Context: an optimization exercise on an open-source flow, tuned for small area and a short achievable clock period. The choices shown serve that exercise and are no tape-out recipe.
In this exercise RTL edits were held to simulation tests only and were not proved equivalent to the original.
No activity file was given, so power comes from the tool's default toggle rates.

==> flow/design.v (excerpt) <==
module fp16_arith(
input clk,
input [15:0] numi1,
input [15:0] numi2,
output [15:0] sum,
output [1:0] iszero,
output [1:0] isinf,
output isnan,
output [15:0] prod
    );
    wire sz_r;
    fp16_adder u_add(
        .numi1(numi1),
        .numi2(numi2),
        .clk(clk),
        .sz_r(sz_r),
        .ans(sum),
        .iszero(iszero),
        .isinf(isinf),
        .isnan(isnan)
    );
    fp16_simple_multiplier u_mul(
        .numi1(numi1),
        .numi2(numi2),
        .clk(clk),
        .ans(prod),
        .sz_r(sz_r)
    );
endmodule
Settings: LEC_CHECK=0, CAP_MARGIN=20, CORE_MARGIN=2, CORE_UTILIZATION=65, SLEW_MARGIN=20, SYNTH_HIERARCHICAL=1; clock period 17.0 ns.
standard.sh (not shown) runs the stock make flow with config.mk's settings and CLKGATE_MAP_FILE= SYNTH_SCRIPT=/design/flow/synth_recipe.tcl, a recipe that flattens the netlist after the stock synthesis.
==> flow/flow/run.sh <==
#!/bin/bash
# Own layout flow: the standard ORFS flow, with plain buf_1 cells as the
# port buffers (buffer_ports would otherwise pick clkdlybuf4s50_1, a slow
# delay cell). Every input and output port still gets its own buffer.
set -euo pipefail
export BUFFER_PORTS_ARGS="-buffer_cell sky130_fd_sc_hd__buf_1"
if [[ -f flow/env.sh ]]; then source flow/env.sh; fi
bash standard.sh > standard.log 2>&1
==> flow/flow/env.sh <==
export SETUP_SLACK_MARGIN=9.7
The starting point passed the timing, design-rule and antenna checks.
Change:
--- a/flow/config.mk
+++ b/flow/config.mk
@@ -9,3 +9,4 @@
 export CORE_MARGIN = 2
-export CORE_UTILIZATION = 65
+export CORE_UTILIZATION = 60
+export CTS_BUF_LIST = sky130_fd_sc_hd__clkbuf_8
 export SLEW_MARGIN = 20
Worst hold slack is worse by 0.013 ns.
Non-clock buffer count rises by 3.
Final area falls by 0.69%.
Fmax falls by 0.32%.
Wire length hardly moves.
Combinational power barely changes.
Die area rises by 8.0%.
Worst setup slack is worse by 0.024 ns.
Change:
--- a/flow/config.mk
+++ b/flow/config.mk
@@ -10,3 +10,2 @@
 export CORE_UTILIZATION = 60
-export CTS_BUF_LIST = sky130_fd_sc_hd__clkbuf_8
 export SLEW_MARGIN = 20
What happened: Synthesized area stays the same; clock-buffer cell count grows by 1; worst setup slack improved by 0.16 ns; via count grows by 0.96%; sequential power barely changes; design area grows by 0.75%; hold slack improved by 0.030 ns; routed wire length grows by 0.78%; final cell count is about the same; sequential cell count is unchanged; maximum frequency grows by 2.2%.
Change:
==> flow/flow/env.sh (replaced) <==
export SETUP_SLACK_MARGIN=9.5
The changed run produced a clean layout. Design area drops by about 2.2%. Critical path depth came out lower by 2. Maximum frequency went down by 2.0%. Core utilization falls by 1.5 points. Non-clock buffer count went down by 11. Setup slack got worse by 0.15 ns. Combinational power fell by about 5%. Synthesized cell count is unchanged. Total power decreases by 3.8%.


fp16_arith, a different RTL version from the one above (not shown whole).
Size: roughly 1100 cells after synthesis, roughly 70 I/O pins.
Design fp16_arith, start of the top module:
module fp16_arith(
input clk,
input [15:0] numi1,
input [15:0] numi2,
output [15:0] sum,
output [1:0] iszero,
output [1:0] isinf,
output isnan,
output [15:0] prod
    );
    fp16_adder u_add(
        .numi1(numi1),
        .numi2(numi2),
        .clk(clk),
        .ans(sum),
        .iszero(iszero),
        .isinf(isinf),
        .isnan(isnan)
    );
    fp16_simple_multiplier u_mul(
        .numi1(numi1),
        .numi2(numi2),
        .clk(clk),
        .ans(prod)
    );
endmodule
export LEC_CHECK = 0
export CAP_MARGIN = 20
export CORE_MARGIN = 2
export CORE_UTILIZATION = 40
export SLEW_MARGIN = 20
create_clock -name core_clock -period 17.0 [get_ports {clk}]
Scripts as last shown in full above: flow/flow/run.sh
Then changed:
==> flow/flow/env.sh (new file) <==
export SETUP_SLACK_MARGIN=10
CORE_UTILIZATION = 70   (was 40)
The changed run produced a clean layout.
Fmax went up by 11%.
Power grows by 34%.
Final cell count is lower by 4.6%.
Routed wire length rises by 18%.
Worst setup slack improves by 790 ps.
Then changed:
==> flow/flow/env.sh (replaced) <==
export SETUP_SLACK_MARGIN=10.5
CORE_UTILIZATION = 60   (was 70)
Outcome: The new run completed with no timing, DRC or antenna violations. Routed wire length goes down by 4.1%. Power came out higher by 3.5%. Combinational power increases by about 3%. Global-route usage drops by 1.8 points. Worst setup slack is better by 23 ps. Clock power went up by about 10%.
Then changed:
==> flow/run.sh (new file) <==
#!/bin/bash
# synth_recipe.tcl (not shown) runs the flow's synth.tcl, then flattens the netlist and writes it again
# the make line also repeats each setting of config.mk as NAME=value (left out here)
make -C /OpenROAD-flow-scripts/flow DESIGN_CONFIG=/design/flow/config.mk WORK_HOME=/design/flow/orfs CLKGATE_MAP_FILE= SYNTH_SCRIPT=/design/flow/synth_recipe.tcl finish
CORE_UTILIZATION = 40   (was 60)
removed: flow/flow/run.sh
removed: flow/flow/env.sh
removed: flow/standard.sh
Outcome: Final cell count grows slightly. Setup slack loses 1200 ps. Via count falls by a little under a tenth. Worst hold slack is better by 380 ps. Combinational power fell by a quarter to a third. Total power goes down by about a fifth. Design area shrinks by roughly a tenth. Non-clock buffer count shrinks by 85. Global-route usage came out lower by 13 points. Routed wire length decreases by roughly a tenth. Sequential share of layout area went up by 0.92 points.


fp16_arith, a different RTL version from the one above (not shown whole).
Size in the first run: roughly 840 cells after synthesis, roughly 70 I/O pins, about 7700 sq um of cells after synthesis.
// fp16_arith
module fp16_arith(
input clk,
input [15:0] numi1,
input [15:0] numi2,
output [15:0] sum,
output [1:0] iszero,
output [1:0] isinf,
output isnan,
output [15:0] prod
    );
    fp16_adder u_add(
        .numi1(numi1),
        .numi2(numi2),
        .clk(clk),
        .ans(sum),
        .iszero(iszero),
        .isinf(isinf),
        .isnan(isnan)
    );
    fp16_simple_multiplier u_mul(
        .numi1(numi1),
        .numi2(numi2),
        .clk(clk),
        .ans(prod)
    );
endmodule
export LEC_CHECK = 0
export CAP_MARGIN = 20
export CORE_MARGIN = 2
export CORE_UTILIZATION = 70
export CTS_BUF_LIST = sky130_fd_sc_hd__clkbuf_4
export SLEW_MARGIN = 20
export SYNTH_HIERARCHICAL = 1
create_clock -name core_clock -period 17.0 [get_ports {clk}]
==> flow/flow/run.sh <==
#!/bin/bash
# Own layout flow: the standard ORFS flow, with plain buf_1 cells as the
# port buffers (buffer_ports would otherwise pick clkdlybuf4s50_1, a slow
# delay cell). Every input and output port still gets its own buffer.
set -euo pipefail
export BUFFER_PORTS_ARGS="-buffer_cell sky130_fd_sc_hd__buf_1"
if [[ -f flow/env.sh ]]; then source flow/env.sh; fi
bash standard.sh > standard.log 2>&1
==> flow/flow/env.sh <==
export SETUP_SLACK_MARGIN=9.5
Change:
==> flow/flow/env.sh (replaced) <==
export SETUP_SLACK_MARGIN=9
Settings changed: CORE_UTILIZATION 70 to 60, CTS_BUF_LIST sky130_fd_sc_hd__clkbuf_4 to unset.
Effect:
- design area came out lower by 3.1%
- clock power came out higher by 37%
- count of clock-buffer cells in the layout stays the same
Change:
==> flow/flow/env.sh (replaced) <==
export SETUP_SLACK_MARGIN=10
After rerunning: The changed run completed with no timing, DRC or antenna violations; design area goes up by 13%; via count rose by 5.6%; final cell count rises by 4.8%; wire length grows by 11%; worst setup slack gains 380 ps; global-route usage grows by 1.8 points; worst hold slack hardly moves.
Change:
==> flow/flow/env.sh (replaced) <==
export SETUP_SLACK_MARGIN=9.5
Outcome:
- power decreases by roughly a tenth
- global-route usage decreases by 1.5 points
- utilization decreases by 6.3 points
- first-iteration DRC count increases slightly

## separate check: timing with driven ports
Ports are ideal in the flow. The routed layouts listed here were re-timed in OpenROAD.
Step 1 assumes that a clkbuf_16 drives the clock port and a buf_2 every other input.
Step 2 adds t to the input delays and takes it off the output delays; t is the mean of the earliest and latest rising clock arrival at the registers after step 1. Input paths then give back, and output paths get back, about the clock's delay inside the block.
a / b / c = ideal / step 1 / step 2; a / b = the first two.
run | t, ns | setup slack, ns | hold slack, ns
the first run of note 1 | 0.322 | 9.643 / 9.605 / 9.494 | 3.339 / 3.321 / 3.643
the second run of note 1 | 0.352 | 9.619 / 9.584 / 9.484 | 3.326 / 3.310 / 3.662
the third run of note 1 | 0.334 | 9.775 / 9.737 / 9.512 | 3.355 / 3.337 / 3.670
the fourth run of note 1 | 0.333 | 9.625 / 9.587 / 9.411 | 3.355 / 3.337 / 3.670
the first run of note 2 | 0.315 | 8.775 / 8.782 / 8.468 | 3.432 / 3.422 / 3.737
the second run of note 2 | 0.321 | 9.567 / 9.521 / 9.201 | 3.389 / 3.376 / 3.697
the third run of note 2 | 0.318 | 9.590 / 9.593 / 9.276 | 3.387 / 3.373 / 3.691
the fourth run of note 2 | 0.314 | 8.406 / 8.416 / 8.102 | 3.769 / 3.769 / 4.083
the first run of note 3 | 0.397 | 9.424 / 9.394 / 9.247 | 3.231 / 3.221 / 3.618
the second run of note 3 | 0.320 | 9.268 / 9.283 / 8.963 | 3.353 / 3.339 / 3.658
the third run of note 3 | 0.319 | 9.651 / 9.643 / 9.325 | 3.353 / 3.335 / 3.654
the fourth run of note 3 | 0.319 | 9.622 / 9.584 / 9.406 | 3.346 / 3.331 / 3.650
After both steps setup and hold are still met in every run listed. The setup slack of the second run of note 2, which loses most, moves by -0.046 ns with the drivers and by -0.366 ns with both steps.
